Source: an optimization exercise on an open RTL-to-GDS flow (aim: small area, a short achievable clock period and few clock cycles per item). Production flows keep margins and buffers that such runs may drop.
No run shown here included a check of the RTL's function; only the layout flow was run.

===== flow/config.mk =====
export PLATFORM = sky130hd
export DESIGN_NAME = rsa
export DESIGN_NICKNAME = rsa
export VERILOG_FILES = /design/flow/design.v
export SDC_FILE = /design/flow/constraint.sdc
export NUM_CORES = 4
export LEC_CHECK = 0
export ABC_CLOCK_PERIOD_IN_PS = 5000
export CAP_MARGIN = 20
export CORE_MARGIN = 2
export CORE_UTILIZATION = 40
export PLACE_DENSITY = 0.6
export SLEW_MARGIN = 20

===== flow/constraint.sdc =====
create_clock -name core_clock -period 15.0 [get_ports {clk}]
set_input_delay 3.0000 -clock core_clock [delete_from_list [all_inputs] [get_ports {clk}]]
set_output_delay 3.0000 -clock core_clock [all_outputs]
set_load 0.01 [all_outputs]

===== flow/design.v =====
module rsa #(
    parameter WIDTH = 32,
    parameter E_BITS = 32
)(
    input  wire                   clk,
    input  wire                   rst,
    input  wire                   start,
    input  wire [WIDTH-1:0]       M,
    input  wire [E_BITS-1:0]      E,
    input  wire [WIDTH-1:0]       N,
    input  wire [WIDTH-1:0]       N_INV,
    input  wire [WIDTH-1:0]       R2_MOD_N,
    output wire [WIDTH-1:0]       C,
    output reg                    done
);
    localparam W  = 38;          
    localparam PH_IDLE = 3'd0, PH_C1 = 3'd1, PH_C2 = 3'd2, PH_PRE = 3'd3,
               PH_SQ = 3'd4, PH_MUL = 3'd5, PH_FIN = 3'd6;
    reg  [2:0]    ph;          
    reg           it;          
    reg  [3:0]    j;           
    reg  [2:0]    phn;         
    reg  [32:0]   res;         
    reg  [32:0]   mr;          
    reg  [31:0]   nr;          
    reg  [3:0]    npr;         
    reg  [33:0]   s, c;        
    reg           cin;         
    reg  [36:0]   p1, p2;      
    reg  [3:0]    q;           
    reg  [3:0]    d;           
    reg  [4:0]    idx;         
    reg           ebit;        
    reg           ez;          
    reg           isn;         
    assign C = res[31:0];
    reg  [3:0] np;
    always @(*) begin
        case (N[3:1])
            3'd0: np = 4'd15;
            3'd1: np = 4'd5;
            3'd2: np = 4'd3;
            3'd3: np = 4'd9;
            3'd4: np = 4'd7;
            3'd5: np = 4'd13;
            3'd6: np = 4'd11;
            default: np = 4'd1;
        endcase
    end
    function [3:0] qmul(input [3:0] y, input [2:0] n);
        reg c2a, c2b, c2c, c2d;
        begin
            qmul[0] = y[0];
            qmul[1] = y[1] ^ (n[0] & y[0]);
            c2a = y[2]; c2b = n[0] & y[1]; c2c = n[1] & y[0]; c2d = n[0] & y[1] & y[0];
            qmul[2] = c2a ^ c2b ^ c2c ^ c2d;
            qmul[3] = y[3] ^ (n[0] & y[2]) ^ (n[1] & y[1]) ^ (n[2] & y[0])
                    ^ (c2a & c2b) ^ (c2a & c2c) ^ (c2a & c2d)
                    ^ (c2b & c2c) ^ (c2b & c2d) ^ (c2c & c2d);
        end
    endfunction
    reg [4:0] lead;
    integer i;
    always @(*) begin
        lead = 5'd0;
        for (i = 0; i < 32; i = i + 1)
            if (E[i]) lead = i[4:0];
    end
    wire [W-1:0] s0 = {4'b0, s};
    wire [W-1:0] c0 = {4'b0, c};
    wire [W-1:0] pa = {1'b0, p1};
    wire [W-1:0] pb = {1'b0, p2};
    wire [W-1:0] n0 = q[0] ? {6'b0, nr}         : {W{1'b0}};
    wire [W-1:0] n1 = q[1] ? {5'b0, nr, cin}    : {{(W-1){1'b0}}, cin};
    wire [W-1:0] n2 = q[2] ? {4'b0, nr, 2'b0}   : {W{1'b0}};
    wire [W-1:0] n3 = q[3] ? {3'b0, nr, 3'b0}   : {W{1'b0}};
    wire [W-1:0] e1_s = s0 ^ c0 ^ pa;
    wire [W-1:0] e1_c = ((s0 & c0) | (s0 & pa) | (c0 & pa)) << 1;
    wire [W-1:0] e2_s = e1_s ^ e1_c ^ pb;
    wire [W-1:0] e2_c = ((e1_s & e1_c) | (e1_s & pb) | (e1_c & pb)) << 1;
    wire [W-1:0] q1_s = n0 ^ n1 ^ n2;
    wire [W-1:0] q1_c = ((n0 & n1) | (n0 & n2) | (n1 & n2)) << 1;
    wire [W-1:0] q2_s = q1_s ^ q1_c ^ n3;
    wire [W-1:0] q2_c = ((q1_s & q1_c) | (q1_s & n3) | (q1_c & n3)) << 1;
    wire [W-1:0] m1_s = e2_s ^ e2_c ^ q2_s;
    wire [W-1:0] m1_c = ((e2_s & e2_c) | (e2_s & q2_s) | (e2_c & q2_s)) << 1;
    wire [W-1:0] r1   = m1_s ^ m1_c ^ q2_c;
    wire [W-1:0] r2   = ((m1_s & m1_c) | (m1_s & q2_c) | (m1_c & q2_c)) << 1;
    wire cin_n = |r2[3:1];
    wire [33:0] sum = s + c + {33'b0, cin};
    wire last = (ph == PH_C1) ? (j == 4'd13) : (j == 4'd8);
    wire idx0 = (idx == 5'd0);
    reg [2:0] ph_nx;
    always @(*) begin
        case (ph)
            PH_C1:   ph_nx = PH_C2;
            PH_C2:   ph_nx = (ez | idx0) ? PH_FIN : PH_SQ;
            PH_SQ:   ph_nx = ebit ? PH_MUL : (idx0 ? PH_FIN : PH_SQ);
            PH_MUL:  ph_nx = idx0 ? PH_FIN : PH_SQ;
            default: ph_nx = PH_IDLE;
        endcase
    end
    wire [2:0] ph_go = (ph == PH_PRE) ? PH_C1 : phn;
    wire idx_dec = (ph == PH_C2 || ph == PH_MUL || (ph == PH_SQ && !ebit)) && !idx0;
    always @(posedge clk) begin
        if (rst) begin
            ph   <= PH_IDLE;
            it   <= 1'b0;
            done <= 1'b0;
        end else begin
            done <= 1'b0;
            if (ph == PH_IDLE) begin
                if (start) ph <= PH_PRE;
            end else if (it) begin
                if (last) it <= 1'b0;
            end else begin
                ph   <= ph_go;
                it   <= (ph != PH_FIN);
                done <= (ph == PH_FIN);
            end
        end
    end
    wire [3:0]  j2 = j + 4'd2;
    wire [35:0] res_w = {3'b0, res};
    wire [35:0] mr_w  = {3'b0, mr};
    reg  [35:0] aw;
    reg  [3:0]  dig;
    always @(*) begin
        case (ph)
            PH_C1, PH_SQ: aw = res_w;
            PH_C2:        aw = ez ? 36'd0 : mr_w;
            PH_MUL:       aw = mr_w;
            default:      aw = 36'd0;
        endcase
        case (j2)
            4'd2: dig = aw[11:8];
            4'd3: dig = aw[15:12];
            4'd4: dig = aw[19:16];
            4'd5: dig = aw[23:20];
            4'd6: dig = aw[27:24];
            4'd7: dig = aw[31:28];
            4'd8: dig = aw[35:32];
            default: dig = 4'd0;
        endcase
    end
    reg [32:0] res_nx;
    reg [3:0]  a_use, d_nx;
    always @(*) begin
        res_nx = res;
        a_use  = d;
        d_nx   = dig;
        if (!it) begin
            case (ph)
                PH_PRE: begin
                    a_use = res[3:0];
                    d_nx  = res[7:4];
                end
                PH_C1: begin
                    res_nx = ez ? sum[32:0] : mr;
                    a_use  = ez ? 4'd1 : sum[3:0];
                    d_nx   = ez ? 4'd0 : sum[7:4];
                end
                PH_C2, PH_SQ, PH_MUL: begin
                    res_nx = sum[32:0];
                    if (ph_go == PH_MUL) begin
                        a_use = mr[3:0];
                        d_nx  = mr[7:4];
                    end else if (ph_go == PH_FIN) begin
                        a_use = 4'd1;
                        d_nx  = 4'd0;
                    end else begin
                        a_use = sum[3:0];
                        d_nx  = sum[7:4];
                    end
                end
                default: begin    
                    res_nx = isn ? 33'd0 : sum[32:0];
                end
            endcase
        end
    end
    wire [36:0] pb0 = a_use[0] ? {4'b0, res_nx}       : 37'd0;
    wire [36:0] pb1 = a_use[1] ? {3'b0, res_nx, 1'b0} : 37'd0;
    wire [36:0] pb2 = a_use[2] ? {2'b0, res_nx, 2'b0} : 37'd0;
    wire [36:0] pb3 = a_use[3] ? {1'b0, res_nx, 3'b0} : 37'd0;
    wire [36:0] pt_s = pb0 ^ pb1 ^ pb2;
    wire [36:0] pt_c = ((pb0 & pb1) | (pb0 & pb2) | (pb1 & pb2)) << 1;
    wire [36:0] p1_nx = pt_s ^ pt_c ^ pb3;
    wire [36:0] p2_nx = ((pt_s & pt_c) | (pt_s & pb3) | (pt_c & pb3)) << 1;
    wire [3:0] t_nx = a_use * res_nx[3:0];
    wire [3:0] y_s = r1[7:4] ^ r2[7:4] ^ t_nx;
    wire [3:0] y_k = {(r1[6:4] & r2[6:4]) | (r1[6:4] & t_nx[2:0]) | (r2[6:4] & t_nx[2:0]), 1'b0};
    wire [3:0] y_p = y_s ^ y_k;
    wire [3:0] y_g = y_s & y_k;
    wire [3:0] y_c;
    assign y_c[0] = cin_n;
    assign y_c[1] = y_g[0] | (y_p[0] & cin_n);
    assign y_c[2] = y_g[1] | (y_p[1] & y_g[0]) | (y_p[1] & y_p[0] & cin_n);
    assign y_c[3] = y_g[2] | (y_p[2] & y_g[1]) | (y_p[2] & y_p[1] & y_g[0])
                  | (y_p[2] & y_p[1] & y_p[0] & cin_n);
    wire [3:0] u_nx = y_p ^ y_c;
    always @(posedge clk) begin
        npr  <= np;
        nr   <= N;
        phn  <= ph_nx;
        ebit <= E[idx];
        isn  <= (res == {1'b0, nr});
        res  <= (ph == PH_IDLE) ? {1'b0, R2_MOD_N} : res_nx;
        d    <= d_nx;
        p1   <= p1_nx;
        p2   <= p2_nx;
        if (ph == PH_IDLE || !it) begin
            s   <= 34'd0;
            c   <= 34'd0;
            cin <= 1'b0;
            q   <= qmul(t_nx, npr[3:1]);
            j   <= 4'd0;
        end else begin
            s   <= r1[W-1:4];
            c   <= r2[W-1:4];
            cin <= cin_n;
            q   <= qmul(u_nx, npr[3:1]);
            j   <= j + 4'd1;
        end
        if (ph == PH_IDLE) begin
            mr  <= {1'b0, M};
            idx <= lead;
            ez  <= ~|E;
        end else if (!it) begin
            if (idx_dec) idx <= idx - 5'd1;
            if (ph == PH_C1 || ph == PH_C2) mr <= sum[32:0];
        end
    end
endmodule

===== flow/run.sh =====
#!/bin/bash
# synth_recipe.tcl (not shown) runs the flow's synth.tcl, then flattens the netlist and writes it again
# the make line also repeats each setting of config.mk as NAME=value (left out here)
make -C /OpenROAD-flow-scripts/flow DESIGN_CONFIG=/design/flow/config.mk WORK_HOME=/design/flow/orfs CLKGATE_MAP_FILE= SYNTH_SCRIPT=/design/flow/synth_recipe.tcl finish

==> results.py, run 1 <==
metrics = {
    "global_route": {
        "use_met2_pct": 37.2,
        "grt_first_pass_wirelength_mm": 94.1,
        "gr-usage-all-layers_pct": 23.2,
        "gr-usage-met3_pct": 4.03,
        "overflow": 0,
        "grt_use_met1_pct": 31.6,
        "top_usage_layer": "met2",
        "grt_pass1_vias": 16600,
        "grt_antenna_before_repair": 2,
        "grt_max_degree": 82,
    },
    "clocking": {
        "holdBufCountCts": 0,
        "cts.sinks": 266,
        "worst_skew_pair.late_latency_ps": 550,
        "clockRootBuffer": "clkbuf_16",
        "cts.clk_slew.worst_paths_ps": 60,
        "cts_buffers": 35,
        "cts.repair.resized": 0,
        "cts_tree": "done",
        "postCtsSetupBuffers": 0,
        "htreeDepth": 2,
        "cts_max_path_buffers": 3,
    },
    "synthesis": {
        "synth_async_sr_flop_share_pct": 0,
        "yosys_warnings": 1,
        "yosysSeqAreaShare_pct": 28.0,
        "synth-main-ff-cell": "dfxtp_1",
        "synth_edf_count": 38,
        "syn_area_mm2": 0.0204,
        "ys_seq_elements": 266,
        "synthDistinctLibCells": 78,
        "avgSynthCellArea_um2": 9.49,
        "synth_nets": 2631,
        "syn_inst": 2148,
    },
    "setup_path": {
        "cp-start-kind": "register",
        "end_kind": "register",
        "path_max_fanout": 44,
        "cp-startpoint": "ph[1]$_SDFFE_PP0P_",
        "timing.rr.start": "ph[1]$_SDFFE_PP0P_",
        "arrival_ps": 7340,
        "criticalPathCategory": "register to register",
        "critical_path_required_ps": 15430,
    },
    "sta": {
        "tightest_slew_ps": 1110,
        "setup_viol": 0,
        "fin_tns_setup_ps": 0,
        "whs_ps": 473,
        "fin_crit_ps": 6910,
        "hold_violations": 0,
        "period_share_pct": 46.1,
        "rsz0062_at_grt": "false",
        "finClkSkew_ps": 24.0,
        "slew_headroom_pct": 25.7,
        "fmax_mhz": 145,
        "slew_violations": 0,
    },
    "flow_run": {
        "drv_cap": 0,
    },
    "status": {
        "status": "no timing/DRC/antenna violations",
    },
    "final_layout": {
        "areaGrowthSynthToFinish_pct": 15.6,
        "finalNetCount": 2724,
        "layout_common_cells": "inv_1 (297), fa_1 (259), dfxtp_1 (225)",
        "final_common_cell": "inv_1",
        "fillers": 4786,
        "final_cell_area_mm2": 0.0236,
        "final_layout_size_suffix_gt1_share_pct": 5.65,
        "final-seq-area_mm2": 0.00571,
        "multi_input_area_mm2": 0.0130,
        "diodes": 0,
    },
    "floorplanning": {
        "ios": 196,
        "die_h_um": 230,
        "dieArea_mm2": 0.0528,
        "rows": 82,
        "start_util_pct": 40.5,
        "core_mm2": 0.0503,
        "chipWidth_um": 230,
    },
    "placement": {
        "dp_hpwl_mm": 45.3,
        "globalplace.congestion": 0.894,
        "port_buffers": 163,
        "dpl_cell_area_mm2": 0.0224,
    },
    "route": {
        "num_vias": 15900,
        "drt_wl_total_mm": 59.9,
        "first_iter_violations": 1210,
        "via_per_inst": 5.39,
        "drt_pass1_iterations": 5,
        "postRouteAntennaNets": 0,
        "routedWlPerCell_um": 20.4,
        "drc": 0,
    },
    "min_path": {
        "min_path_type": "register to register",
        "min_from": "ebit$_DFF_P_",
    },
}
## cells by family (layout without fill, tap and decap cells)
logic type / after synthesis / in the layout / synth area share, %
multiplexers: 30 / 30 / 2.17
flip-flops: 266 / 266 / 28.0
XOR/XNOR: 85 / 85 / 3.65
AND/OR/NAND/NOR: 664 / 664 / 16.5
adder cells (fa/ha/maj): 322 / 322 / 29.3
AO/OA/AOI/OAI: 358 / 358 / 12.0
buffers and inverters: 423 / 542 / 8.45
## through the flow
step	setup slack, ps	instances	util [%]
floorplan	9850	2148	-
global placement	8390	2876	44.6
detailed placement	8280	2876	44.6
CTS	8210	2939	46.8
global route	7740	2939	46.8
finish	8090	2939	46.8
## Yosys cell counts (8+ instances only)
cell / instances / area (um2)
inv_1: 297 / 1110
fa_1: 259 / 5180
dfxtp_1: 228 / 4560
nand2_1: 199 / 747
and2_1: 139 / 870
nor2_1: 124 / 465
a21oi_1: 84 / 420
clkbuf_1: 77 / 289
o21ai_0: 69 / 345
and3_1: 67 / 419
xnor2_1: 65 / 569
ha_1: 61 / 763
edfxtp_1: 38 / 1140
buf_4: 32 / 240
a22o_1: 31 / 272
a22oi_1: 31 / 233
a21o_1: 23 / 173
nand3_1: 21 / 105
nand2b_1: 20 / 125
xor2_1: 20 / 175
nor3_1: 17 / 85.1
nand4_1: 16 / 100
a222oi_1: 15 / 150
a31oi_1: 14 / 87.6
a211oi_1: 13 / 97.6
or2_2: 12 / 75.1
nor4_1: 11 / 68.8
mux2_2: 10 / 113
mux4_2: 10 / 225
mux2i_1: 9 / 90.1
buf_1: 8 / 30.0
o31ai_1: 8 / 60.1
## area by class of cell
type                    count  area share [%]
clock inverters            15           0.473
repair buffers            180            7.47
inverters                 299            4.77
well taps                 672            3.57
clock buffers              48            4.36
multi-input cells        1459            55.1
flip-flops and latches    266            24.2
## path summary, 6_finish.rpt
path	end	slack [ps]	depth (start not counted)
min	phn[0]$_DFF_P_	470	2
max reg2reg	q[3]$_DFF_P_	8090	20
min reg2reg	phn[0]$_DFF_P_	470	2
max	q[3]$_DFF_P_	8090	20
## worst max-delay path: stages, from the launching register on
cell and delay (ps):
dfxtp_1 790, or3_4 580, inv_2 410, buf_4 360, nor3_4 510, mux2i_2 810, nor2_1 100, ha_1 480
inv_1 90, fa_1 490, inv_1 40, ha_1 300, xor2_1 440, and2_1 240, ha_1 180, xor2_1 180
xnor2_1 160, xnor2_1 190, xnor2_1 160, mux2i_1 110, xnor2_1 150
## flip-flops by register name, summed over array words and instances (netlist names), 3 cells and up
register,flops
c,34
phn,3
p1,36
p2,33
res,33
idx,5
ph,3
nr,32
mr,33
npr,3
q,4
d,4
j,4
s,33
## metal layers
metal  routed length [um]  vias up  share of wire [%]
li1                     -     7195                  -
met1                26400     7986                 44
met2                27400      552                 46
met3                 4090      117                6.8
met4                 1930        0                3.2
met5                    0        -                  0
==> run 2: changes to the inputs <==
==> flow/flow/run.sh (new file) <==
#!/bin/bash
# Standard layout (the standard.sh: standard synthesis, floorplan, place,
# CTS, route), with ORFS's repair_timing asked for 9 ns of setup margin
# instead of 0, so that it also works on paths that already meet the 15 ns
# clock. The SDC and clock period are the standard flow's.
set -euo pipefail
bash standard.sh SETUP_SLACK_MARGIN=9 finish > make_finish.log 2>&1
==> flow/standard.sh (new file) <==
#!/bin/bash
# synth_recipe.tcl (not shown) runs the flow's synth.tcl, then flattens the netlist and writes it again
# the make line also repeats each setting of config.mk as NAME=value (left out here)
make -C /OpenROAD-flow-scripts/flow DESIGN_CONFIG=/design/flow/config.mk WORK_HOME=/design/flow/orfs CLKGATE_MAP_FILE= SYNTH_SCRIPT=/design/flow/synth_recipe.tcl "${@:-finish}"
removed: flow/run.sh
==> run 2 against run 1 <==
Net effect: via count increased by 0.59%; die area unchanged; flip-flop and latch count unchanged; utilization increased by 0.20 points; critical path depth decreased by 1; critical path type unchanged; critical endpoint unchanged; largest cell class unchanged.
==> results.py, run 2 <==
metrics = {
    "status": {
        "status": "no timing/DRC/antenna violations",
    },
    "sta": {
        "tightest_slew_ps": 1130,
        "setup_ws_ps": 9300,
        "slew_violations": 0,
        "setup_viol": 0,
        "finClkSkew_ps": 24.0,
        "slew_headroom_pct": 24.6,
        "fmax_mhz": 175,
        "fin_crit_ps": 5700,
        "hold_violations": 0,
        "rsz0062_at_grt": "false",
        "period_share_pct": 38.0,
        "fin_tns_setup_ps": 0,
    },
    "clocking": {
        "worst_skew_pair.late_latency_ps": 550,
        "cts.clk_slew.worst_paths_ps": 60,
        "cts_max_path_buffers": 3,
        "clockRootBuffer": "clkbuf_16",
        "cts_tree": "done",
        "cts_buffers": 35,
        "cts.sinks": 266,
        "holdBufCountCts": 0,
        "htreeDepth": 2,
    },
    "final_layout": {
        "areaGrowthSynthToFinish_pct": 16.1,
        "diodes": 0,
        "largest_reg_flops": 36,
        "regMostFlops": "p1",
        "finalNetCount": 2733,
        "final_common_cell": "inv_1",
        "stdcell_count": 2948,
        "final_layout_size_suffix_gt1_share_pct": 6.24,
        "reg.largest.list": "p1 x36, c x34",
        "layout_common_cells": "inv_1 (297), fa_1 (259), dfxtp_1 (222)",
    },
    "synthesis": {
        "synth.area.top_cells": "fa_1 (25%), dfxtp_1 (22%), edfxtp_1 (5.6%), inv_1 (5.5%), and2_1 (4.3%)",
        "avgSynthCellArea_um2": 9.49,
        "synthDistinctLibCells": 78,
        "synth.top_cells.by_count": "inv_1 (297), fa_1 (259), dfxtp_1 (228), nand2_1 (199), and2_1 (139)",
        "synth_async_sr_flop_share_pct": 0,
        "yosysMostFrequentCell": "inv_1",
        "yosysSeqAreaShare_pct": 28.0,
        "yosys_warnings": 1,
        "yosys.area.top_type": "fa_1",
        "ys_seq_elements": 266,
        "synth_nets": 2631,
        "yosysTopAreaCellShare_pct": 25.4,
        "synth_edf_count": 38,
        "syn_area_mm2": 0.0204,
        "syn_inst": 2148,
        "synth-main-ff-cell": "dfxtp_1",
    },
    "flow_run": {
        "drv_cap": 0,
    },
    "route": {
        "via_per_inst": 5.41,
        "num_vias": 15900,
        "first_iter_violations": 1258,
        "drt_pass1_iterations": 5,
        "drt_wl_total_mm": 60.9,
        "postRouteAntennaNets": 0,
        "drc": 0,
        "routedWlPerCell_um": 20.7,
    },
    "global_route": {
        "gr-usage-all-layers_pct": 23.4,
        "top_usage_layer": "met2",
        "overflow": 0,
        "grt_pass1_vias": 16600,
        "use_met2_pct": 37.8,
        "gr-usage-met3_pct": 3.40,
        "grt_antenna_before_repair": 2,
        "grt_max_degree": 82,
        "grt_first_pass_wirelength_mm": 94.9,
        "grt_use_met1_pct": 32.1,
    },
    "placement": {
        "dp_hpwl_mm": 45.3,
        "dp_cells": 2876,
        "globalplace.congestion": 0.894,
        "pre_cts_slack_ps": 8280,
        "port_buffers": 163,
    },
    "setup_path": {
        "cp_common_cell": "xnor2_1",
        "cp-start-kind": "register",
        "reg2reg_slack_ps": 9300,
        "rr_worst_depth": 19,
        "arrival_ps": 6140,
        "path_max_fanout": 28,
        "cp_slowest_cell": "or3_4",
        "criticalPathCategory": "register to register",
        "critical_path_required_ps": 15430,
        "cpPeakStageDelay_ps": 560,
        "end_kind": "register",
        "reg2reg_to": "q[3]$_DFF_P_",
        "timing.rr.start": "ph[0]$_SDFFE_PP0P_",
        "cp_cell_sequence": "or3_4 -> inv_4 -> buf_4 -> nor3_4 -> mux2i_4 -> or2_2 -> fa_1 -> inv_1 -> ha_1 -> fa_1 -> ha_1 -> xor2_1 -> ha_1 -> xor2_1 -> xnor2_1 -> xnor2_1 -> xnor2_1 -> mux2i_1 -> xnor2_1",
    },
    "floorplanning": {
        "ios": 196,
        "rows": 82,
        "start_util_pct": 40.5,
        "dieArea_mm2": 0.0528,
        "chipWidth_um": 230,
        "die_h_um": 230,
        "core_mm2": 0.0503,
    },
    "min_path": {
        "min_from": "ebit$_DFF_P_",
        "min_path_cells": 2,
        "min_to": "phn[0]$_DFF_P_",
        "min_path_type": "register to register",
    },
}
## run 2: cell counts after synthesis
No cell type changed its count.
## run 2: critical path, delay by kind of cell (launching register included)
kind                     cells  cell delay (ps)
AND/OR/NAND/NOR              3             1040
XOR/XNOR                     6             1040
buffers and inverters        3              780
adder cells (fa/ha/maj)      5             1860
flip-flops                   1              450
multiplexers                 2              380
## run 2: cell type report
class | instances | area (um2)
flip-flops and latches | 266 | 5720
clock buffers | 48 | 1030
inverters | 299 | 1120
well taps | 672 | 841
repair buffers | 187 | 1810
multi-input cells | 1461 | 13000
fillers | 4770 | 26600
clock inverters | 15 | 111
## run 2: metal layers
layer | part of all wire, % | vias up
met3 | 6.9 | 111
met2 | 46 | 610
met5 | 0 | -
met1 | 44 | 8014
li1 | - | 7209
met4 | 3.3 | 0
## run 2: timing repair
item                                    4_1_cts  5_1_grt
buffers inserted                              2        5
resized for setup                             6        3
endpoints found under the setup margin        2        1
cloned                                        1        1
hold endpoints to repair                      0        0
pin swaps                                     2        3
## run 2: worst max-delay path by stage
stage,end,start,slack [ps]
after global placement,q[3]$_DFF_P_,ph[1]$_SDFFE_PP0P_,8390
after CTS,q[3]$_DFF_P_,q[2]$_DFF_P_,9030
after global routing,q[3]$_DFF_P_,ph[1]$_SDFFE_PP0P_,8990
after detailed placement,q[3]$_DFF_P_,ph[1]$_SDFFE_PP0P_,8280
after floorplan,q[3]$_DFF_P_,q[1]$_DFF_P_,9850
final,q[3]$_DFF_P_,ph[0]$_SDFFE_PP0P_,9300
## run 2: through the flow
| stage | hold slack (ps) | instance area [um2] | util (%) |
|---|---|---|---|
| 2_1_floorplan | 431 | 20400 | - |
| 3_3_place_gp | 466 | 22400 | 44.6 |
| 3_5_place_dp | 465 | 22400 | 44.6 |
| 4_1_cts | 474 | 23600 | 46.9 |
| 5_1_grt | 504 | 23700 | 47.1 |
| 6_report | 474 | 23700 | 47.1 |
## run 2: kinds of logic (layout without fill, tap and decap cells)
group | count (synthesis) | after routing | share of synthesized area, %
multiplexers | 30 | 30 | 2.17
adder cells (fa/ha/maj) | 322 | 322 | 29.3
AND/OR/NAND/NOR | 664 | 666 | 16.5
XOR/XNOR | 85 | 85 | 3.65
AO/OA/AOI/OAI | 358 | 358 | 12.0
buffers and inverters | 423 | 549 | 8.45
flip-flops | 266 | 266 | 28.0
==> run 3: changes to the inputs <==
==> flow/flow/run.sh (replaced) <==
#!/bin/bash
# Standard layout (the standard.sh: standard synthesis, floorplan, place,
# CTS, route), with ORFS's repair_timing asked for 10 ns of setup margin
# instead of 0, so that it also works on paths that already meet the 15 ns
# clock. The SDC and clock period are the standard flow's.
set -euo pipefail
bash standard.sh SETUP_SLACK_MARGIN=10 finish > make_finish.log 2>&1
==> run 3 against run 2 <==
Net effect: clock skew fell by 5.4 ps; still clean; hold slack lost 3.1 ps; flip-flop and latch count stayed put; design area rose by 2.4%; die area unchanged; sequential share of layout area fell by 0.50 points.
==> results.py, run 3 <==
metrics = {
    "synthesis": {
        "ys_seq_elements": 266,
        "synth_nets": 2631,
        "synth.top_cells.by_count": "inv_1 (297), fa_1 (259), dfxtp_1 (228), nand2_1 (199), and2_1 (139)",
        "yosysMostFrequentCell": "inv_1",
        "synth.area.top_cells": "fa_1 (25%), dfxtp_1 (22%), edfxtp_1 (5.6%), inv_1 (5.5%), and2_1 (4.3%)",
        "avgSynthCellArea_um2": 9.49,
        "synth_async_sr_flop_share_pct": 0,
        "syn_area_mm2": 0.0204,
        "synth_edf_count": 38,
        "syn_inst": 2148,
        "yosys_warnings": 1,
        "yosysSeqAreaShare_pct": 28.0,
        "yosysTopAreaCellShare_pct": 25.4,
        "synthDistinctLibCells": 78,
        "synth-main-ff-cell": "dfxtp_1",
        "yosys.area.top_type": "fa_1",
    },
    "final_layout": {
        "finalNetCount": 2759,
        "final_layout_size_suffix_gt1_share_pct": 8.56,
        "multi_input_area_mm2": 0.0132,
        "fillers": 4808,
        "reg.largest.list": "p1 x36, c x34",
        "final_common_cell": "inv_1",
        "largest_reg_flops": 36,
        "areaGrowthSynthToFinish_pct": 18.9,
        "layout_common_cells": "inv_1 (296), fa_1 (256), dfxtp_1 (215)",
        "regMostFlops": "p1",
        "final-seq-area_mm2": 0.00573,
    },
    "clocking": {
        "cts.clk_slew.worst_paths_ps": 60,
        "cts_max_path_buffers": 3,
        "worst_skew_pair.late_latency_ps": 550,
        "cts_tree": "done",
        "holdBufCountCts": 0,
        "clockRootBuffer": "clkbuf_16",
        "cts.sinks": 266,
        "htreeDepth": 2,
        "cts_buffers": 36,
    },
    "global_route": {
        "gr-usage-all-layers_pct": 24.1,
        "grt_max_degree": 85,
        "overflow": 0,
        "grt_first_pass_wirelength_mm": 97.3,
        "grt_antenna_before_repair": 3,
        "grt_pass1_vias": 16600,
    },
    "sta": {
        "hold_violations": 0,
        "tightest_slew_ps": 1160,
        "setup_ws_ps": 9900,
        "slew_headroom_pct": 22.1,
        "finClkSkew_ps": 18.5,
        "fmax_mhz": 196,
        "setup_viol": 0,
        "slew_violations": 0,
        "rsz0062_at_grt": "true",
        "fin_crit_ps": 5100,
        "fin_tns_setup_ps": 0,
        "period_share_pct": 34.0,
    },
    "setup_path": {
        "cpPeakStageDelay_ps": 530,
        "critical_path_required_ps": 15430,
        "cp_slowest_cell": "fa_1",
        "path_max_fanout": 6,
        "cp_cell_sequence": "buf_12 -> and2_4 -> fa_1 -> fa_1 -> inv_1 -> fa_1 -> fa_1 -> fa_1 -> inv_2 -> ha_4 -> a31o_4 -> xor2_4 -> ha_4 -> xor2_1 -> xnor2_1 -> xnor2_1 -> xnor2_1 -> mux2i_1 -> xnor2_1",
        "cp_common_cell": "fa_1",
        "criticalPathCategory": "register to register",
        "critPathTopFamily": "adder cells",
        "arrival_ps": 5530,
        "cp-start-kind": "register",
        "path_buf_inv": 3,
        "end_kind": "register",
        "timing.rr.start": "q[2]$_DFF_P_",
        "cp-startpoint": "q[2]$_DFF_P_",
    },
    "floorplanning": {
        "die_h_um": 230,
        "rows": 82,
        "core_mm2": 0.0503,
        "ios": 196,
        "chipWidth_um": 230,
        "start_util_pct": 40.5,
        "dieArea_mm2": 0.0528,
    },
    "placement": {
        "dp_hpwl_mm": 45.2,
        "globalplace.congestion": 0.886,
        "pre_cts_slack_ps": 8890,
        "port_buffers": 163,
    },
    "route": {
        "top_layer": "met4",
        "drt_pass1_iterations": 6,
        "wl_met3_mm": 4.19,
        "num_vias": 15900,
        "routedWlPerCell_um": 20.9,
        "wl_met2_mm": 29.0,
        "drt_wl_total_mm": 62.2,
        "first_iter_violations": 1271,
        "postRouteAntennaNets": 0,
        "drc": 0,
        "met1_length_mm": 27.2,
        "via_per_inst": 5.35,
    },
    "status": {
        "status": "no timing/DRC/antenna violations",
    },
    "min_path": {
        "min_path_type": "register to register",
        "min_from": "ebit$_DFF_P_",
    },
    "flow_run": {
        "drv_cap": 0,
    },
}
run 3: final timing paths:
kind | to | slack [ps] | cells past startpoint
worst min register to register | phn[0]$_DFF_P_ | 470 | 2
worst max register to register | q[3]$_DFF_P_ | 9900 | 19
worst max-delay path | q[3]$_DFF_P_ | 9900 | 19
worst min-delay path | phn[0]$_DFF_P_ | 470 | 2
run 3: cells by family after synthesis:
kind of cell               synth area share, %
DFF                                       28.0
muxes                                     2.17
xor gates and xnor gates                  3.65
buffers and inverters                     8.45
AOI/OAI and AO/OA                         12.0
adders and majority gates                 29.3
and+or+nand+nor                           16.5
run 3: per-stage QoR:
step	hold slack [ps]	instance area, um2	instances	utilization, %
floorplan	431	20400	2148	-
global placement	462	22500	2879	44.7
detailed placement	459	22500	2879	44.7
CTS	467	24100	2969	48.0
global route	497	24200	2975	48.2
finish	471	24200	2975	48.2
run 3: tightest hold or removal path, cell delays in order (launching register included):
cell and delay, ps:
dfxtp_1 310, inv_1 60, nor3_1 50
run 3: layer usage:
layer / vias up / global-route usage (%)
met4: 0 / 7.48
met2: 593 / 39.0
met3: 106 / 3.27
li1: 7252 / -
met5: - / 0
met1: 7956 / 33.5
run 3: final cells by class:
cell class | count | share of cell area (%)
diodes | 1 | 0.0103
clock buffers | 53 | 4.53
clock inverters | 11 | 0.449
inverters | 299 | 4.66
multi-input cells | 1460 | 54.3
flip-flops and latches | 266 | 23.7
well taps | 672 | 3.47
repair buffers | 213 | 8.89
run 3: repair_timing:
| item | in CTS | in global routing |
|---|---|---|
| gates resized for setup | 55 | 10 |
| endpoints found under the setup margin | 9 | 9 |
| pin swaps | 28 | 6 |
| cloned | 4 | 0 |
| buffers inserted | 22 | 4 |
| endpoints found under the hold margin | 0 | 0 |
==> run 4: changes to the inputs <==
--- a/flow/design.v
+++ b/flow/design.v
@@ -143,40 +143,30 @@
             default: dig = 4'd0;
         endcase
     end
+    reg ld_sum, ld_mr, ld_zero, a_sum, a_mr, a_one, a_res;
+    always @(posedge clk) begin
+        ld_mr   <= (ph == PH_C1) && !ez;
+        ld_zero <= (ph == PH_FIN) && isn;
+        ld_sum  <= (ph == PH_C1 && ez) || ph == PH_C2 || ph == PH_SQ || ph == PH_MUL
+                || (ph == PH_FIN && !isn);
+        a_res   <= (ph == PH_IDLE) || (ph == PH_PRE);
+        a_mr    <= (ph != PH_C1 && ph_nx == PH_MUL);
+        a_one   <= (ph == PH_C1 && ez) || (ph != PH_C1 && ph_nx == PH_FIN);
+        a_sum   <= (ph == PH_C1 && !ez) || (ph != PH_C1 && ph_nx == PH_SQ);
+    end
     reg [32:0] res_nx;
     reg [3:0]  a_use, d_nx;
     always @(*) begin
-        res_nx = res;
-        a_use  = d;
-        d_nx   = dig;
-        if (!it) begin
-            case (ph)
-                PH_PRE: begin
-                    a_use = res[3:0];
-                    d_nx  = res[7:4];
-                end
-                PH_C1: begin
-                    res_nx = ez ? sum[32:0] : mr;
-                    a_use  = ez ? 4'd1 : sum[3:0];
-                    d_nx   = ez ? 4'd0 : sum[7:4];
-                end
-                PH_C2, PH_SQ, PH_MUL: begin
-                    res_nx = sum[32:0];
-                    if (ph_go == PH_MUL) begin
-                        a_use = mr[3:0];
-                        d_nx  = mr[7:4];
-                    end else if (ph_go == PH_FIN) begin
-                        a_use = 4'd1;
-                        d_nx  = 4'd0;
-                    end else begin
-                        a_use = sum[3:0];
-                        d_nx  = sum[7:4];
-                    end
-                end
-                default: begin    
-                    res_nx = isn ? 33'd0 : sum[32:0];
-                end
-            endcase
+        if (it) begin
+            res_nx = res;
+            a_use  = d;
+            d_nx   = dig;
+        end else begin
+            res_nx = ld_sum ? sum[32:0] : ld_mr ? mr : ld_zero ? 33'd0 : res;
+            a_use  = ({4{a_sum}} & sum[3:0]) | ({4{a_mr}} & mr[3:0])
+                   | ({3'b0, a_one}) | ({4{a_res}} & res[3:0]);
+            d_nx   = ({4{a_sum}} & sum[7:4]) | ({4{a_mr}} & mr[7:4])
+                   | ({4{a_res}} & res[7:4]);
         end
     end
     wire [36:0] pb0 = a_use[0] ? {4'b0, res_nx}       : 37'd0;
==> flow/flow/run.sh (replaced) <==
#!/bin/bash
# Standard layout (the standard.sh: standard synthesis, floorplan, place,
# CTS, route), with ORFS's repair_timing asked for 10.5 ns of setup margin
# instead of 0, so that it also shortens paths that already meet the 15 ns
# clock. The SDC and clock period are the standard flow's.
set -euo pipefail
bash standard.sh SETUP_SLACK_MARGIN=10.5 finish > make_finish.log 2>&1
==> run 4 against run 3 <==
Net effect: first-iteration DRC count decreased by 16%; via count decreased by 0.86%; critical path depth decreased by 2; clock skew increased by 8.2 ps; count of clock-buffer cells in the layout decreased by 3; highest routed layer unchanged; flip-flop and latch count increased by 7; routed wire length decreased by 0.46%; non-clock buffer count increased by 36; global-route usage decreased by 0.27 points.
==> results.py, run 4 <==
metrics = {
    "synthesis": {
        "yosysTopAreaCellShare_pct": 25.8,
        "synth.area.top_cells": "fa_1 (26%), dfxtp_1 (23%), and2_1 (6.1%), edfxtp_1 (5.7%), inv_1 (4.7%)",
        "synthDistinctLibCells": 67,
        "yosysSeqAreaShare_pct": 29.1,
        "synth_async_sr_flop_share_pct": 0,
        "yosys_warnings": 1,
        "synth-main-ff-cell": "dfxtp_1",
        "yosysMostFrequentCell": "fa_1",
        "avgSynthCellArea_um2": 9.47,
        "synth.top_cells.by_count": "fa_1 (259), inv_1 (251), dfxtp_1 (235), and2_1 (197), nor2_1 (194)",
        "syn_area_mm2": 0.0201,
        "synth_edf_count": 38,
        "synth_nets": 2604,
        "syn_inst": 2121,
        "ys_seq_elements": 273,
        "yosys.area.top_type": "fa_1",
    },
    "final_layout": {
        "fillers": 4704,
        "largest_reg_flops": 36,
        "layout_common_cells": "inv_1 (244), fa_1 (241), and2_1 (196)",
        "reg.largest.list": "p1 x36, c x34",
        "fin_util_pct": 49.2,
        "final_common_cell": "inv_1",
        "regMostFlops": "p1",
        "final_cell_area_mm2": 0.0245,
        "areaGrowthSynthToFinish_pct": 22.1,
        "finalNetCount": 2774,
        "final_layout_size_suffix_gt1_share_pct": 13.5,
    },
    "floorplanning": {
        "chipWidth_um": 228,
        "core_mm2": 0.0499,
        "start_util_pct": 40.3,
        "rows": 82,
        "ios": 196,
        "dieArea_mm2": 0.0520,
        "die_h_um": 228,
    },
    "setup_path": {
        "criticalPathCategory": "register to register",
        "reg2reg_to": "q[3]$_DFF_P_",
        "critPathTopFamily": "adder cells",
        "path_max_fanout": 7,
        "timing.rr.start": "q[2]$_DFF_P_",
        "path_buf_inv": 1,
        "reg2reg_slack_ps": 9980,
        "cp-start-kind": "register",
        "cpPeakStageDelay_ps": 540,
        "rr_worst_depth": 17,
        "end_kind": "register",
        "arrival_ps": 5450,
        "cp_slowest_cell": "fa_1",
        "cp_common_cell": "fa_1",
        "cp_cell_sequence": "nand2_2 -> fa_1 -> fa_1 -> fa_1 -> fa_2 -> fa_1 -> inv_2 -> ha_4 -> xor2_4 -> mux2_4 -> a22oi_2 -> or2_4 -> maj3_2 -> nand2_1 -> xnor2_1 -> mux2i_1 -> xnor2_1",
        "critical_path_required_ps": 15430,
    },
    "clocking": {
        "htreeDepth": 2,
        "cts.sinks": 273,
        "cts_tree": "done",
        "cts_max_path_buffers": 3,
        "cts.clk_slew.worst_paths_ps": 50,
        "clockRootBuffer": "clkbuf_16",
        "cts_buffers": 36,
        "holdBufCountCts": 0,
        "worst_skew_pair.late_latency_ps": 550,
    },
    "route": {
        "via_per_inst": 5.27,
        "routedWlPerCell_um": 20.7,
        "wl_met3_mm": 4.40,
        "top_layer": "met4",
        "first_iter_violations": 1067,
        "drc": 0,
        "wl_met2_mm": 29.2,
        "drt_wl_total_mm": 61.9,
        "drt_pass1_iterations": 5,
        "num_vias": 15800,
        "met1_length_mm": 26.1,
        "postRouteAntennaNets": 0,
    },
    "placement": {
        "pre_cts_slack_ps": 8890,
        "dpl_cell_area_mm2": 0.0222,
        "dp_hpwl_mm": 45.9,
        "globalplace.congestion": 0.947,
        "port_buffers": 163,
    },
    "min_path": {
        "min_path_type": "register to register",
        "min_from": "phn[0]$_DFF_P_",
        "min_to": "ph[0]$_SDFFE_PP0P_",
        "min_path_cells": 2,
    },
    "sta": {
        "fin_crit_ps": 5020,
        "finClkSkew_ps": 26.7,
        "fin_tns_setup_ps": 0,
        "period_share_pct": 33.4,
        "slew_headroom_pct": 29.6,
        "rsz0062_at_grt": "true",
        "fmax_mhz": 199,
        "hold_violations": 0,
        "whs_ps": 437,
        "tightest_slew_ps": 1050,
        "slew_violations": 0,
        "setup_ws_ps": 9980,
        "setup_viol": 0,
    },
    "flow_run": {
        "drv_cap": 0,
    },
    "global_route": {
        "grt_antenna_before_repair": 3,
        "gr-usage-all-layers_pct": 23.8,
        "overflow": 0,
        "grt_first_pass_wirelength_mm": 95.2,
        "grt_pass1_vias": 16400,
        "grt_max_degree": 68,
    },
    "status": {
        "status": "no timing/DRC/antenna violations",
    },
}
## run 4: cell types whose count changed after synthesis, moves of 11 or more
cell,delta
a21o_1,-11
a21oi_1,+15
a22o_1,-24
and2_1,+58
and3_1,-57
inv_1,-46
nand2_1,-38
nor2_1,+70
nor3_1,+16
o21a_1,+12
xor2_1,+11
## run 4: area by class of cell
type                            instances  area [um2]  share of cell area (%)
Sequential cell                       273        5950                    24.2
Tap cell                              672         841                    3.43
Antenna cell                            4        10.0                  0.0408
Clock inverter                         14         116                   0.474
Clock buffer                           50        1040                    4.23
Timing Repair Buffer                  249        2310                    9.43
Inverter                              254         957                    3.90
Multi-Input combinational cell       1477       13300                    54.2
## run 4: per-stage QoR
stage | std cells
finish | 2993
global route | 2990
CTS | 2960
detailed placement | 2851
global placement | 2851
floorplan | 2121
## run 4: timing repair
action | in CTS | in global routing
cloned | 0 | 1
setup buffers | 45 | 28
pin swaps | 27 | 49
setup endpoints to repair | 77 | 46
gates resized for setup | 140 | 99
## run 4: routing by layer
metal | vias up | global-route usage, %
li1 | 7222 | -
met3 | 104 | 4.29
met2 | 570 | 39.5
met5 | - | 0
met4 | 0 | 8.60
met1 | 7874 | 31.2
## run 4: worst reg2reg max path, stage by stage, from the launching register on
cell     delay (ps)
dfxtp_4         420
nand2_2          70
fa_1            540
fa_1            450
fa_1            540
fa_2            480
fa_1            530
inv_2            50
ha_4            310
xor2_4          210
mux2_4          180
a22oi_2          50
or2_4           270
maj3_2          310
nand2_1          90
xnor2_1         130
mux2i_1         110
xnor2_1         160
## run 4: cell families (layout without fill, tap and decap cells)
| group | Yosys count | in the layout | share of synthesized area, % |
|---|---|---|---|
| xor gates and xnor gates | 86 | 86 | 3.75 |
| DFF | 273 | 273 | 29.1 |
| other | 0 | 4 | 0 |
| AOI/OAI and AO/OA | 362 | 362 | 11.7 |
| buffers and inverters | 371 | 567 | 7.53 |
| and+or+nand+nor | 679 | 679 | 16.5 |
| muxes | 27 | 27 | 1.67 |
| adders and majority gates | 323 | 323 | 29.8 |
## run 4: worst max-delay path by stage
stage | cells after the start | endpoint | from | slack (ps)
3_3_place_gp | 19 | q[3]$_DFF_P_ | ld_sum$_DFF_P_ | 9020
4_1_cts | 20 | q[3]$_DFF_P_ | q[0]$_DFF_P_ | 10010
2_1_floorplan | 18 | q[3]$_DFF_P_ | q[0]$_DFF_P_ | 10190
5_1_grt | 17 | q[3]$_DFF_P_ | q[2]$_DFF_P_ | 9810
6_report | 17 | q[3]$_DFF_P_ | q[2]$_DFF_P_ | 9980
3_5_place_dp | 19 | q[3]$_DFF_P_ | ld_sum$_DFF_P_ | 8890
==> run 5: changes to the inputs <==
==> flow/flow/run.sh (replaced) <==
#!/bin/bash
# Standard layout (the standard.sh: standard synthesis, floorplan, place,
# CTS, route) with two changes to how it is made:
#  - ORFS's repair_timing is asked for 10.5 ns of setup margin instead of 0, so
#    that it also shortens paths that already meet the 15 ns clock;
#  - the port buffers that global placement inserts use sky130_fd_sc_hd__buf_2.
# The SDC and the clock period are the standard flow's. Make's output goes to make_finish.log.
set -euo pipefail
bash standard.sh SETUP_SLACK_MARGIN=10.5 'BUFFER_PORTS_ARGS=-buffer_cell sky130_fd_sc_hd__buf_2' finish > make_finish.log 2>&1
--- a/flow/config.mk
+++ b/flow/config.mk
@@ -8,6 +8,7 @@
 export ABC_CLOCK_PERIOD_IN_PS = 5000
 export CAP_MARGIN = 20
 export CORE_MARGIN = 2
-export CORE_UTILIZATION = 40
-export PLACE_DENSITY = 0.6
+export CORE_UTILIZATION = 60
+export CTS_BUF_LIST = sky130_fd_sc_hd__clkbuf_4 sky130_fd_sc_hd__clkbuf_8
+export PLACE_DENSITY = 0.7
 export SLEW_MARGIN = 20
==> run 5 against run 4 <==
Net effect: still clean; die area down 33%; worst setup slack worse by 150 ps; final cell count down 8.0%; sequential share of layout area up 1.5 points; fmax down 2.9%; routed wire length down 4.4%; register-to-register slack worse by 150 ps; clock skew down 0.97 ps; critical path type unchanged; critical endpoint unchanged.
==> results.py, run 5 <==
metrics = {
    "clocking": {
        "cts.clk_slew.worst_paths_ps": 60,
        "cts_max_path_buffers": 3,
        "worst_skew_pair.late_latency_ps": 630,
        "holdBufCountCts": 0,
        "cts_tree": "done",
        "clockRootBuffer": "clkbuf_8",
        "htreeDepth": 2,
        "cts_buffers": 49,
        "cts.sinks": 273,
    },
    "setup_path": {
        "arrival_ps": 5660,
        "criticalPathCategory": "register to register",
        "critical_path_required_ps": 15490,
        "timing.rr.start": "q[0]$_DFF_P_",
        "path_max_fanout": 7,
        "end_kind": "register",
        "cp-start-kind": "register",
        "cp-startpoint": "q[0]$_DFF_P_",
    },
    "synthesis": {
        "ys_seq_elements": 273,
        "synth_edf_count": 38,
        "synth-main-ff-cell": "dfxtp_1",
        "yosysMostFrequentCell": "fa_1",
        "synthDistinctLibCells": 67,
        "syn_area_mm2": 0.0201,
        "yosys.area.top_type": "fa_1",
        "synth_async_sr_flop_share_pct": 0,
        "synth.top_cells.by_count": "fa_1 (259), inv_1 (251), dfxtp_1 (235), and2_1 (197), nor2_1 (194)",
        "synth.area.top_cells": "fa_1 (26%), dfxtp_1 (23%), and2_1 (6.1%), edfxtp_1 (5.7%), inv_1 (4.7%)",
        "syn_inst": 2121,
        "yosysSeqAreaShare_pct": 29.1,
        "synth_nets": 2604,
        "yosysTopAreaCellShare_pct": 25.8,
        "avgSynthCellArea_um2": 9.47,
        "yosys_warnings": 1,
    },
    "placement": {
        "dp_hpwl_mm": 42.7,
        "port_buffers": 163,
        "globalplace.congestion": 0.976,
    },
    "min_path": {
        "min_from": "phn[0]$_DFF_P_",
        "min_path_type": "register to register",
    },
    "floorplanning": {
        "rows": 67,
        "chipWidth_um": 187,
        "die_h_um": 187,
        "core_mm2": 0.0333,
        "start_util_pct": 60.4,
        "dieArea_mm2": 0.0350,
        "ios": 196,
    },
    "sta": {
        "fin_tns_setup_ps": 0,
        "setup_viol": 0,
        "fmax_mhz": 194,
        "tightest_slew_ps": 1020,
        "hold_violations": 0,
        "slew_violations": 0,
        "finClkSkew_ps": 25.8,
        "rsz0062_at_grt": "true",
        "fin_crit_ps": 5170,
        "slew_headroom_pct": 32.0,
        "period_share_pct": 34.4,
    },
    "final_layout": {
        "areaGrowthSynthToFinish_pct": 13.6,
        "finalNetCount": 2752,
        "final_common_cell": "fa_1",
        "reg.largest.list": "p1 x36, c x34",
        "layout_common_cells": "fa_1 (253), inv_1 (247), dfxtp_1 (222)",
        "regMostFlops": "p1",
        "largest_reg_flops": 36,
        "final_layout_size_suffix_gt1_share_pct": 17.4,
    },
    "flow_run": {
        "drv_cap": 0,
    },
    "route": {
        "first_iter_violations": 1506,
        "drt_wl_total_mm": 59.1,
        "num_vias": 16100,
        "drc": 0,
        "postRouteAntennaNets": 0,
        "drt_pass1_iterations": 9,
        "via_per_inst": 5.83,
        "routedWlPerCell_um": 21.5,
    },
    "global_route": {
        "grt_pass1_vias": 16500,
        "overflow": 0,
        "gr-usage-all-layers_pct": 34.1,
        "grt_antenna_before_repair": 6,
        "grt_max_degree": 81,
        "grt_first_pass_wirelength_mm": 90.9,
    },
    "status": {
        "status": "no timing/DRC/antenna violations",
    },
}
==> run 5: final timing paths <==
check | to | slack, ps | depth (start not counted)
worst max-delay path | q[3]$_DFF_P_ | 9830 | 19
worst min-delay path | ph[0]$_SDFFE_PP0P_ | 430 | 2
worst max register to register | q[3]$_DFF_P_ | 9830 | 19
worst min register to register | ph[0]$_SDFFE_PP0P_ | 430 | 2
==> run 5: layer usage <==
metal  routed length [um]  share of wire, %  global-route usage [%]
met5                   95              0.16                    1.24
met4                 2340               4.0                    15.0
met3                 4910               8.3                    5.22
met2                28400                48                    56.2
met1                23400                40                    45.0
==> run 5: through the flow <==
stage	instance area [um2]	instances	hold slack, ps	utilization, %	setup slack (ps)
after floorplan	20200	2121	411	-	10190
after global placement	21100	2626	421	63.5	9280
after CTS	22500	2739	437	67.7	9940
after global routing	22800	2749	441	68.5	9710
after detailed placement	21100	2626	430	63.5	9240
final	22800	2754	434	68.6	9830
==> run 5: layout make-up <==
type	count	area (um2)
clock buffer	78	936
multi-input combinational	1477	13100
tap	448	561
sequential	273	5870
clock inverter	4	45.0
inverter	254	956
fill	2658	10500
antenna	6	15.0
timing repair buffer	214	1290
==> run 5: critical path, cell delays in order (launching register included) <==
cell	delay, ps
dfxtp_4	420
nand2_2	70
fa_1	560
fa_1	440
fa_2	550
inv_1	50
fa_1	480
inv_1	70
fa_1	530
inv_2	80
ha_4	170
xor2_4	190
and2_4	180
ha_1	160
xor2_1	200
xnor2_1	170
xnor2_1	130
xnor2_1	260
mux2i_1	150
xnor2_1	160
==> run 5: timing repair <==
item,4_1_cts,5_1_grt
setup endpoints to repair,46,31
setup buffers,31,8
gates resized for setup,45,44
pin swaps,12,27
cloned,0,1
==> run 5: cells by family (layout without fill, tap and decap cells) <==
group	after synthesis	in the layout	synth area share (%)
other	0	6	0
AOI/OAI and AO/OA	362	362	11.7
muxes	27	27	1.67
xor gates and xnor gates	86	86	3.75
DFF	273	273	29.1
adders and majority gates	323	323	29.8
buffers and inverters	371	550	7.53
and+or+nand+nor	679	679	16.5

## what the ideal ports hide
In the flow no input, the clock included, has a driving cell. The finished layouts below were timed again as built, in two steps. Step 1 sets driving cells, clkbuf_16 on the clock port and buf_2 on the other inputs (assumed; they add their load-dependent delay and slew). Step 2 adds t to the input delays and takes it off the output delays; t is the mean of the earliest and latest rising clock arrival at the registers after step 1. Input paths then give back, and output paths get back, about the clock's delay inside the block. Slacks: no drivers / after step 1 / after step 2; pairs: no drivers / after step 1.
| run | t, ns | slack for setup (ns) | worst setup path after step 2 | slew at the worst register clock pin (ns) | worst slew at a driven data input, ns |
|---|---|---|---|---|---|
| run 1 | 0.596 | 8.088 / 8.088 / 8.088 | register to register | 0.06 / 0.06 | 0.07 |
| run 2 | 0.597 | 9.297 / 9.297 / 9.297 | register to register | 0.06 / 0.06 | 0.07 |
| run 3 | 0.601 | 9.898 / 9.898 / 9.696 | input to register | 0.06 / 0.06 | 0.06 |
| run 4 | 0.599 | 9.984 / 9.984 / 9.984 | register to register | 0.06 / 0.06 | 0.07 |
| run 5 | 0.663 | 9.834 / 9.834 / 9.834 | register to register | 0.06 / 0.06 | 0.07 |
After both steps setup and hold are still met in every run listed. For run 3, which loses most, drivers alone change the setup slack by 0.000 ns; drivers and shift together by -0.202 ns.
